Source: an optimization exercise on an open RTL-to-GDS flow (aim: small area). Production flows keep margins and buffers that such runs may drop.
In this exercise RTL edits were held to simulation tests only and were not proved equivalent to the original.
Power is estimated from default activity; no workload was simulated.

==> inputs of run a <==
==> flow/design.v <==
`timescale 1ns / 1ps
module Clock_Div(
    input clk_in,
    input [3:0] div,
    input rst,
    output reg clk_out,
    output rise,
    output fall
    );
 reg [2:0] count;
 wire clk_next = (div == 4'b0100) ? count[1] :
                 (div == 4'b1000) ? count[2] : count[0];
 always @(posedge clk_in or posedge rst)
  if (rst) begin
   count   <= 3'b0;
   clk_out <= 1'b0;
  end else begin
   count   <= count + 1'b1;
   clk_out <= clk_next;
  end
 assign rise = ~clk_out & clk_next;
 assign fall = clk_out & ~clk_next;
endmodule
`timescale 1ns / 1ps
module SR_Control(
    input [170-1:0] din,
    input clk,
    input clk_div,
    input rise,
    input rst,
    input start,
    output reg din_sr,
    output load_sr,
    output clk_sr
    );
 reg [7:0] c;
 wire idle = (c == 8'd173);
 assign load_sr = (c == 8'd171);
 assign clk_sr = ~rst & (~clk_div | load_sr);
 always @(posedge clk or posedge rst)
  if (rst) begin
   c      <= 8'd173;
   din_sr <= 1'b0;
  end else if (rise) begin
   if (idle) begin
    if (start) c <= 8'd0;
   end else
    c <= c + 1'b1;
   din_sr <= (c < 170) ? din[c] : 1'b0;
  end
endmodule
`timescale 1ns / 1ps
module Recieve_Data(
    input dout_sr,
    input clk,
    input fall,
    input rst,
    input load_sr,
    output reg [170-1:0] dout
    );
 reg [170-1:0] dout_tmp;
 reg [7:0] r;
 wire idle = (r == 8'd171);
 always @(posedge clk or posedge rst)
  if (rst)
   r <= 8'd171;
  else if (fall) begin
   if (idle) begin
    if (load_sr) r <= 8'd0;
   end else
    r <= r + 1'b1;
  end
 always @(posedge clk)
  if (fall)
   dout_tmp <= {dout_sr, dout_tmp[170-1:1]};
 always @(posedge clk or posedge rst)
  if (rst)
   dout <= 170'b0;
  else if (fall && r == 8'd170)
   dout <= dout_tmp;
endmodule
`timescale 1ns / 1ps
module Top_SR(
    input clk_in,
    input rst,
    input [3:0] div,
    input start,
    input [170-1:0] din,
    input dout_sr,
    output clk_sr,
    output din_sr,
    output load_sr,
    output [170-1:0] dout
    );
wire clk_div;
wire rise;
wire fall;
Clock_Div clock_div_0(
        .clk_in(clk_in),
        .div(div),
        .rst(rst),
        .clk_out(clk_div),
        .rise(rise),
        .fall(fall)
        );
SR_Control sr_control_0(
         .din(din),
         .clk(clk_in),
         .clk_div(clk_div),
         .rise(rise),
         .rst(rst),
         .start(start),
         .din_sr(din_sr),
         .load_sr(load_sr),
         .clk_sr(clk_sr)
        );
Recieve_Data recieve_data_0(
        .dout_sr(dout_sr),
        .clk(clk_in),
        .fall(fall),
        .rst(rst),
        .load_sr(load_sr),
        .dout(dout)
        );                         
endmodule
==> flow/run.sh <==
#!/bin/bash
# synth_recipe.tcl (not shown) runs the flow's synth.tcl, then flattens the netlist and writes it again
# the make line also repeats each setting of config.mk as NAME=value (left out here)
make -C /OpenROAD-flow-scripts/flow DESIGN_CONFIG=/design/flow/config.mk WORK_HOME=/design/flow/orfs CLKGATE_MAP_FILE= SYNTH_SCRIPT=/design/flow/synth_recipe.tcl finish
==> flow/config.mk <==
export PLATFORM = sky130hd
export DESIGN_NAME = Top_SR
export DESIGN_NICKNAME = Top_SR
export VERILOG_FILES = /design/flow/design.v
export SDC_FILE = /design/flow/constraint.sdc
export NUM_CORES = 4
export LEC_CHECK = 0
export CAP_MARGIN = 20
export CORE_MARGIN = 2
export CORE_UTILIZATION = 40
export SLEW_MARGIN = 20
==> flow/constraint.sdc <==
create_clock -name core_clock -period 5.0 [get_ports {clk_in}]
set_input_delay 1.0000 -clock core_clock [delete_from_list [all_inputs] [get_ports {clk_in}]]
set_output_delay 1.0000 -clock core_clock [all_outputs]
set_load 0.01 [all_outputs]
==> run b (differences from run a) <==
--- a/flow/design.v
+++ b/flow/design.v
@@ -35,17 +35,24 @@
     );
  reg [7:0] c;
- wire idle = (c == 8'd173);
- assign load_sr = (c == 8'd171);
+ wire idle = ~c[7] & ~c[6];
+ wire [255:0] tbl = {3'b0, din, 83'b0};
+ wire [3:0] sel = 4'b1 << c[1:0];
+ wire [63:0] grp;
+ genvar g;
+ generate for (g = 0; g < 64; g = g + 1) begin : G
+  assign grp[g] = |(tbl[4*g +: 4] & sel);
+ end endgenerate
+ assign load_sr = (c == 8'd254);
  assign clk_sr = ~rst & (~clk_div | load_sr);
  always @(posedge clk or posedge rst)
   if (rst) begin
-   c      <= 8'd173;
+   c      <= 8'd0;
    din_sr <= 1'b0;
   end else if (rise) begin
    if (idle) begin
-    if (start) c <= 8'd0;
+    if (start) c <= 8'd83;
    end else
     c <= c + 1'b1;
-   din_sr <= (c < 170) ? din[c] : 1'b0;
+   din_sr <= grp[c[7:2]];
   end
 endmodule
@@ -57,26 +64,39 @@
     input rst,
     input load_sr,
-    output reg [170-1:0] dout
+    output [170-1:0] dout
     );
- reg [170-1:0] dout_tmp;
+ reg [170-1:0] tmp_n;
+ reg [170-1:0] dout_n;
+ reg nvalid;
  reg [7:0] r;
- wire idle = (r == 8'd171);
+ wire idle = ~r[7] & ~r[6];
+ wire done;
+ wire en = fall & (~idle | load_sr);
+ wire jump = fall & idle & load_sr;
+ wire [7:0] t;
+ assign t[0] = en;
+ genvar i;
+ generate for (i = 1; i < 8; i = i + 1) begin : T
+  assign t[i] = t[i-1] & r[i-1];
+ end endgenerate
+ wire [7:0] set = {1'b0, jump, 1'b0, jump, 1'b0, jump, 2'b0};
+ assign done = t[7] & r[7];
  always @(posedge clk or posedge rst)
   if (rst)
-   r <= 8'd171;
-  else if (fall) begin
-   if (idle) begin
-    if (load_sr) r <= 8'd0;
-   end else
-    r <= r + 1'b1;
-  end
+   r <= 8'd0;
+  else
+   r <= r ^ (t | set);
+ always @(posedge clk or posedge rst)
+  if (rst)
+   nvalid <= 1'b1;
+  else if (done)
+   nvalid <= 1'b0;
  always @(posedge clk)
   if (fall)
-   dout_tmp <= {dout_sr, dout_tmp[170-1:1]};
- always @(posedge clk or posedge rst)
-  if (rst)
-   dout <= 170'b0;
-  else if (fall && r == 8'd170)
-   dout <= dout_tmp;
+   tmp_n <= {~dout_sr, tmp_n[170-1:1]};
+ always @(posedge clk)
+  if (done)
+   dout_n <= tmp_n;
+ assign dout = ~(dout_n | {170{nvalid}});
 endmodule
 `timescale 1ns / 1ps
==> flow/flow/run.sh (new file) <==
#!/bin/bash
cat >> "$FLOW_CONFIG" <<'EOC'
export BUFFER_PORTS_ARGS = -buffer_cell sky130_fd_sc_hd__buf_1
export CTS_ARGS = -sink_clustering_enable -repair_clock_nets -dont_use_dummy_load -buf_list sky130_fd_sc_hd__clkbuf_16 -sink_clustering_size 35 -sink_clustering_max_diameter 60
EOC
bash standard.sh > standard.log 2>&1
==> flow/standard.sh (new file) <==
#!/bin/bash
# synth_recipe.tcl (not shown) runs the flow's synth.tcl, then flattens the netlist and writes it again
# the make line also repeats each setting of config.mk as NAME=value (left out here)
make -C /OpenROAD-flow-scripts/flow DESIGN_CONFIG=/design/flow/config.mk WORK_HOME=/design/flow/orfs CLKGATE_MAP_FILE= SYNTH_SCRIPT=/design/flow/synth_recipe.tcl "${@:-finish}"
--- a/flow/config.mk
+++ b/flow/config.mk
@@ -6,6 +6,9 @@
 export NUM_CORES = 4
 export LEC_CHECK = 0
-export CAP_MARGIN = 20
+export CAP_MARGIN = 0
 export CORE_MARGIN = 2
-export CORE_UTILIZATION = 40
-export SLEW_MARGIN = 20
+export CORE_UTILIZATION = 65
+export PLACE_DENSITY = 0.75
+export SLEW_MARGIN = 0
+export BUFFER_PORTS_ARGS = -buffer_cell sky130_fd_sc_hd__buf_1
+export CTS_ARGS = -sink_clustering_enable -repair_clock_nets -dont_use_dummy_load -buf_list sky130_fd_sc_hd__clkbuf_16 -sink_clustering_size 35 -sink_clustering_max_diameter 60
removed: flow/run.sh
==> impl_metrics.csv <==
group,metric,value,unit
status,status,"complete, no violations",
setup_path,reg2reg_from,"sr_control_0.c[0]$_DFFE_PP1P_",
setup_path,cp_slowest_cell,"dfstp_2",
finish,sh_seq_area,51.2,%
routing,drtIter0Drc,449,
yosys,ys.flop_type,"dfrtp_1",
yosys,synthArstFlopShare,52.9,%
grt,grt_pass1_vias,8357,
placement,dp_hpwl,21500,um
finish,final_cells,1611,
routing,top_layer,"met5",
grt,use_met1,24.4,%
power_and_ir_drop,comb_cell_power,0.000905,W
yosys,synth.top_cell.area_share,36.1,%
setup_path,path_max_fanout,25,
routing,met1_length,14400,um
floorplan,coreArea,34700,um2
yosys,synth_mux_area_share,21.4,%
# the run above: run a

==> impl_metrics.csv <==
group,metric,value,unit
placement,dp_hpwl,19000,um
yosys,synth.top_cell.area_share,77.6,%
yosys,synth_mux_area_share,0.247,%
power_and_ir_drop,comb_cell_power,0.000884,W
status,status,"complete, no violations",
routing,top_layer,"met4",
finish,final_cells,1412,
routing,drtIter0Drc,633,
floorplan,coreArea,20000,um2
# the run above: run b


---

==> build 23: inputs <==
Top_SR, a different RTL version from the one above (not shown whole).
==> flow/design.v (excerpt) <==
module Top_SR(
    input clk_in,
    input rst,
    input [3:0] div,
    input start,
    input [170-1:0] din,
    input dout_sr,
    output clk_sr,
    output din_sr,
    output load_sr,
    output [170-1:0] dout
    );
==> module Clock_Div, before the edit <==
module Clock_Div(
    input clk_in,
    input [3:0] div,
    input rst,
    output reg clk_out,
    output rise,
    output fall
    );
 reg [2:0] count;
 wire clk_next = (div == 4'b0100) ? count[1] :
                 (div == 4'b1000) ? count[2] : count[0];
 always @(posedge clk_in or posedge rst)
  if (rst) begin
   count   <= 3'b0;
   clk_out <= 1'b0;
  end else begin
   count   <= count + 1'b1;
   clk_out <= clk_next;
  end
 assign rise = ~clk_out & clk_next;
 assign fall = clk_out & ~clk_next;
endmodule
==> module SR_Control, before the edit <==
module SR_Control(
    input [170-1:0] din,
    input clk,
    input clk_div,
    input rise,
    input rst,
    input start,
    output reg din_sr,
    output load_sr,
    output clk_sr
    );
 reg [7:0] c;
 wire idle = (c == 8'd173);
 assign load_sr = (c == 8'd171);
 assign clk_sr = ~rst & (~clk_div | load_sr);
 always @(posedge clk or posedge rst)
  if (rst) begin
   c      <= 8'd173;
   din_sr <= 1'b0;
  end else if (rise) begin
   if (idle) begin
    if (start) c <= 8'd0;
   end else
    c <= c + 1'b1;
   din_sr <= (c < 170) ? din[c] : 1'b0;
  end
endmodule
==> module Recieve_Data, before the edit <==
module Recieve_Data(
    input dout_sr,
    input clk,
    input fall,
    input rst,
    input load_sr,
    output [170-1:0] dout
    );
 reg [170-1:0] tmp_n;
 reg [170-1:0] dout_n;
 reg nvalid;
 reg [7:0] r;
 wire idle = (r == 8'd171);
 wire done = fall && (r == 8'd170);
 always @(posedge clk or posedge rst)
  if (rst)
   r <= 8'd171;
  else if (fall) begin
   if (idle) begin
    if (load_sr) r <= 8'd0;
   end else
    r <= r + 1'b1;
  end
 always @(posedge clk or posedge rst)
  if (rst)
   nvalid <= 1'b1;
  else if (done)
   nvalid <= 1'b0;
 always @(posedge clk)
  if (fall)
   tmp_n <= {~dout_sr, tmp_n[170-1:1]};
 always @(posedge clk)
  if (done)
   dout_n <= tmp_n;
 assign dout = ~(dout_n | {170{nvalid}});
endmodule
Settings: LEC_CHECK=0, CAP_MARGIN=20, CORE_MARGIN=2, CORE_UTILIZATION=40, SLEW_MARGIN=20; clock period 5.0 ns.
run.sh (not shown) runs the stock make flow with config.mk's settings and CLKGATE_MAP_FILE= SYNTH_SCRIPT=/design/flow/synth_recipe.tcl, a recipe that flattens the netlist after the stock synthesis.
Stock flow here: none of the scripts above is used.
==> inputs of build 45, as changes to build 23 <==
==> flow/design.v (replaced) <==
`timescale 1ns / 1ps
module Clock_Div(
    input clk_in,
    input [3:0] div,
    input rst,
    output reg clk_out,
    output reg rise,
    output reg fall
    );
 reg [2:0] count;
 reg clk_div2;
 reg clk_div4;
 reg clk_div8;
 reg clk_next;
 always@(posedge clk_in or posedge rst)
  begin
   if(rst)
    begin
     count<=3'b0;
    end
   else
    begin
     if(count==3'b111)
      begin
       count<=3'b0;
      end
     else
      begin
       count<=count+1'b1;
      end
    end
  end
 always@(posedge clk_in or posedge rst)
  begin
   if(rst)
    begin
     clk_div2<=1'b0;
     clk_div4<=1'b0;
     clk_div8<=1'b0;
    end
   else
    begin
     clk_div2<=count[0];
     clk_div4<=count[1];
     clk_div8<=count[2];
    end
  end
 always@(*)
  begin
   case(div)
    4'b0100: begin clk_out=clk_div4; clk_next=count[1]; end
    4'b1000: begin clk_out=clk_div8; clk_next=count[2]; end
    default: begin clk_out=clk_div2; clk_next=count[0]; end
   endcase
   if(rst)
    begin
     clk_out=1'b0;
     clk_next=1'b0;
    end
   rise=~clk_out&clk_next;
   fall=clk_out&~clk_next;
  end
endmodule
`timescale 1ns / 1ps
module SR_Control(
    input [170-1:0] din,
    input clk,
    input clk_div,
    input rise,
    input rst,
    input start,
    output reg din_sr,
    output reg load_sr,
    output clk_sr
    );
reg [4:0] current_state_out, next_state_out;
reg [7:0] count;
parameter s0=5'b00001;
parameter s1=5'b00010;
parameter s2=5'b00100;
parameter s3=5'b01000;
parameter s4=5'b10000;
assign clk_sr=~rst&&~clk_div||~rst&&clk_div&&load_sr;    
always@(posedge clk or posedge rst)
 begin
  if(rst)
   begin
   current_state_out<=s0;
   end
  else if(rise)
   begin
   current_state_out<=next_state_out;
   end
 end  
always@(current_state_out or rst or start or count)
 begin
  if(rst)
   begin
    next_state_out=s0;
   end
  else
   begin
    case(current_state_out)
     s0:
       begin
        if(start) begin next_state_out=s1; end
        else begin next_state_out=s0; end
       end
     s1: begin next_state_out=s2; end
     s2:
       begin
        if(count==170) 
         begin
         next_state_out=s3;
         end
        else
         begin
         next_state_out=s2;
         end
       end
     s3:
       begin
       next_state_out=s4;
       end
     s4:
       begin
       next_state_out=s0;
       end
     default: next_state_out=s0;
    endcase
   end
 end
always@(posedge clk or posedge rst)
begin
 if(rst)
  begin
  count<=8'b0;
  din_sr<=1'b0;
  load_sr<=1'b0;
  end
 else if(rise)
  begin
   case(next_state_out)
    s0:
      begin
      count<=8'b0;
      din_sr<=1'b0;
      load_sr<=1'b0;
      end
    s1:
      begin
      count<=8'b0;
      din_sr<=1'b0;
      load_sr<=1'b0;
      end
    s2:
      begin
       count<=count+1'b1;
       din_sr<=din[count];
       load_sr<=1'b0;
      end
    s3:
      begin
      count<=8'b0;
      din_sr<=1'b0;
      load_sr<=1'b1;
      end
    s4:
      begin
      count<=8'b0;
      din_sr<=1'b0;
      load_sr<=1'b0;
      end
    default:
      begin
      count<=8'b0;
      din_sr<=1'b0;
      load_sr<=1'b0;
      end
   endcase
  end
end
endmodule
`timescale 1ns / 1ps
module Recieve_Data(
    input dout_sr,
    input clk,
    input fall,
    input rst,
    input load_sr,
    output reg [170-1:0] dout
    );
reg [2:0] current_state_in, next_state_in;
reg [170-1:0] dout_tmp;
reg [7:0] cnt;    
parameter s0=3'b001;
parameter s1=3'b010;
parameter s2=3'b100;
always@(posedge clk or posedge rst)
begin
if(rst)
 begin
 current_state_in<=s0;
 end
else if(fall)
 begin
 current_state_in<=next_state_in;
 end
end
always@(current_state_in or rst or load_sr or cnt)
begin
if(rst)
 begin
 next_state_in=s0;
 end
else
 begin
  case(current_state_in)
    s0: next_state_in=(load_sr==1'b1)?s1:s0; 
    s1: next_state_in=s2;     
    s2: next_state_in=(cnt==170)?s0:s2;
    default: next_state_in=s0;
  endcase
 end
end
always@(posedge clk or posedge rst)
begin
 if(rst)
 begin
  cnt<=8'b0;
  dout_tmp<=170'b0;
 end
 else if(fall)
 begin
  case(next_state_in)
   s0:
     begin
     cnt<=8'b0;
     dout_tmp<=170'b0;
     end
   s1:
     begin
     cnt<=8'b0;
     dout_tmp<=170'b0;
     end
   s2:
     begin
     cnt<=cnt+1'b1;
     dout_tmp[cnt]<=dout_sr;
     end
   default:
     begin
     cnt<=8'b0;
     dout_tmp<=170'b0;
     end
   endcase
 end
end
always@(posedge clk or posedge rst)
begin
 if(rst)
  begin
   dout<=170'b0;
  end
 else if(fall)
  begin
   if(cnt==170)
    begin
     dout<=dout_tmp;
    end
   else
    begin
     dout<=dout;
    end
  end
end
endmodule
`timescale 1ns / 1ps
module Top_SR(
    input clk_in,
    input rst,
    input [3:0] div,
    input start,
    input [170-1:0] din,
    input dout_sr,
    output clk_sr,
    output din_sr,
    output load_sr,
    output [170-1:0] dout
    );
wire clk_div;
wire rise;
wire fall;
Clock_Div clock_div_0(
        .clk_in(clk_in),
        .div(div),
        .rst(rst),
        .clk_out(clk_div),
        .rise(rise),
        .fall(fall)
        );
SR_Control sr_control_0(
         .din(din),
         .clk(clk_in),
         .clk_div(clk_div),
         .rise(rise),
         .rst(rst),
         .start(start),
         .din_sr(din_sr),
         .load_sr(load_sr),
         .clk_sr(clk_sr)
        );
Recieve_Data recieve_data_0(
        .dout_sr(dout_sr),
        .clk(clk_in),
        .fall(fall),
        .rst(rst),
        .load_sr(load_sr),
        .dout(dout)
        );                         
endmodule
==> inputs of trial 61, as changes to build 23 <==
--- a/flow/design.v
+++ b/flow/design.v
@@ -36,4 +36,11 @@
  reg [7:0] c;
- wire idle = (c == 8'd173);
- assign load_sr = (c == 8'd171);
+ wire idle = ~c[7] & ~c[6];
+ wire [255:0] tbl = {3'b0, din, 83'b0};
+ wire [3:0] sel = 4'b1 << c[1:0];
+ wire [63:0] grp;
+ genvar g;
+ generate for (g = 0; g < 64; g = g + 1) begin : G
+  assign grp[g] = |(tbl[4*g +: 4] & sel);
+ end endgenerate
+ assign load_sr = (c == 8'd254);
  assign clk_sr = ~rst & (~clk_div | load_sr);
@@ -41,3 +48,3 @@
   if (rst) begin
-   c      <= 8'd173;
+   c      <= 8'd0;
    din_sr <= 1'b0;
@@ -45,6 +52,6 @@
    if (idle) begin
-    if (start) c <= 8'd0;
+    if (start) c <= 8'd83;
    end else
     c <= c + 1'b1;
-   din_sr <= (c < 170) ? din[c] : 1'b0;
+   din_sr <= grp[c[7:2]];
   end
@@ -64,10 +71,10 @@
  reg [7:0] r;
- wire idle = (r == 8'd171);
- wire done = fall && (r == 8'd170);
+ wire idle = ~r[7] & ~r[6];
+ wire done = fall & (&r);
  always @(posedge clk or posedge rst)
   if (rst)
-   r <= 8'd171;
+   r <= 8'd0;
   else if (fall) begin
    if (idle) begin
-    if (load_sr) r <= 8'd0;
+    if (load_sr) r <= 8'd85;
    end else
==> flow/flow/run.sh (new file) <==
#!/bin/bash
cat >> "$FLOW_CONFIG" <<'EOC'
export BUFFER_PORTS_ARGS = -buffer_cell sky130_fd_sc_hd__buf_1
export CTS_ARGS = -sink_clustering_enable -repair_clock_nets -dont_use_dummy_load -buf_list sky130_fd_sc_hd__clkbuf_8 -sink_clustering_size 12 -sink_clustering_max_diameter 50
EOC
bash standard.sh > standard.log 2>&1
==> flow/standard.sh (new file) <==
#!/bin/bash
# synth_recipe.tcl (not shown) runs the flow's synth.tcl, then flattens the netlist and writes it again
# the make line also repeats each setting of config.mk as NAME=value (left out here)
make -C /OpenROAD-flow-scripts/flow DESIGN_CONFIG=/design/flow/config.mk WORK_HOME=/design/flow/orfs CLKGATE_MAP_FILE= SYNTH_SCRIPT=/design/flow/synth_recipe.tcl "${@:-finish}"
--- a/flow/config.mk
+++ b/flow/config.mk
@@ -11 +11,3 @@
 export SLEW_MARGIN = 20
+export BUFFER_PORTS_ARGS = -buffer_cell sky130_fd_sc_hd__buf_1
+export CTS_ARGS = -sink_clustering_enable -repair_clock_nets -dont_use_dummy_load -buf_list sky130_fd_sc_hd__clkbuf_8 -sink_clustering_size 12 -sink_clustering_max_diameter 50
removed: flow/run.sh
==> notes <==
- In trial 61 the sequential cell count is lower than in build 45, by 10.
- Against build 45, the sequential share of layout area of build 23 is higher by 18 points.
- Cell count: build 23 < trial 61 < build 45.
- Between trial 61 and build 45, the lower critical path depth is in trial 61 (gap 3).
- Against build 23, the clock-buffer cell count of trial 61 is lower by 7.
- Of trial 61 and build 45, build 45 has the higher core utilization (gap 4.2 points).
- In combinational power, build 23 is at 3.2 times the value of build 45.
- The highest global-route usage belongs to build 45, the lowest to trial 61.
- The highest routed wire length belongs to build 45, the lowest to trial 61.
- Die area, lowest first: trial 61, build 23, build 45.

-- port drivers added, routing unchanged --
In the flow no input, the clock included, has a driving cell. The finished layouts below were timed again as built, in two steps. Step 1: set_driving_cell puts a clkbuf_16 on clk_in and a buf_2 on each other input, an assumption about the parent block. Step 2 times the ports against the registers' clock, not the clock port: input delays grow and output delays shrink by t, the midpoint of the rising clock arrivals with the driver on. Three values: ideal ports, drivers, drivers and shift; two values: the first two.
run	t, ns	setup slack, ns	hold slack, ns	pins driven straight from the clock port
run a	0.570	1.144 / 1.095 / 1.040	0.432 / 0.432 / 0.432	1
run b	0.523	1.140 / 1.140 / 0.684	0.428 / 0.428 / 0.428	1
build 23	0.553	1.274 / 1.224 / 1.135	0.421 / 0.421 / 0.421	1
build 45	0.597	0.964 / 0.943 / 0.943	0.410 / 0.410 / 0.410	1
trial 61	0.559	1.512 / 1.468 / 1.572	0.387 / 0.387 / 0.387	1
After both steps every run listed still meets setup and hold. For run b, which loses most, drivers alone change the setup slack by 0.000 ns; drivers and shift together by -0.456 ns.
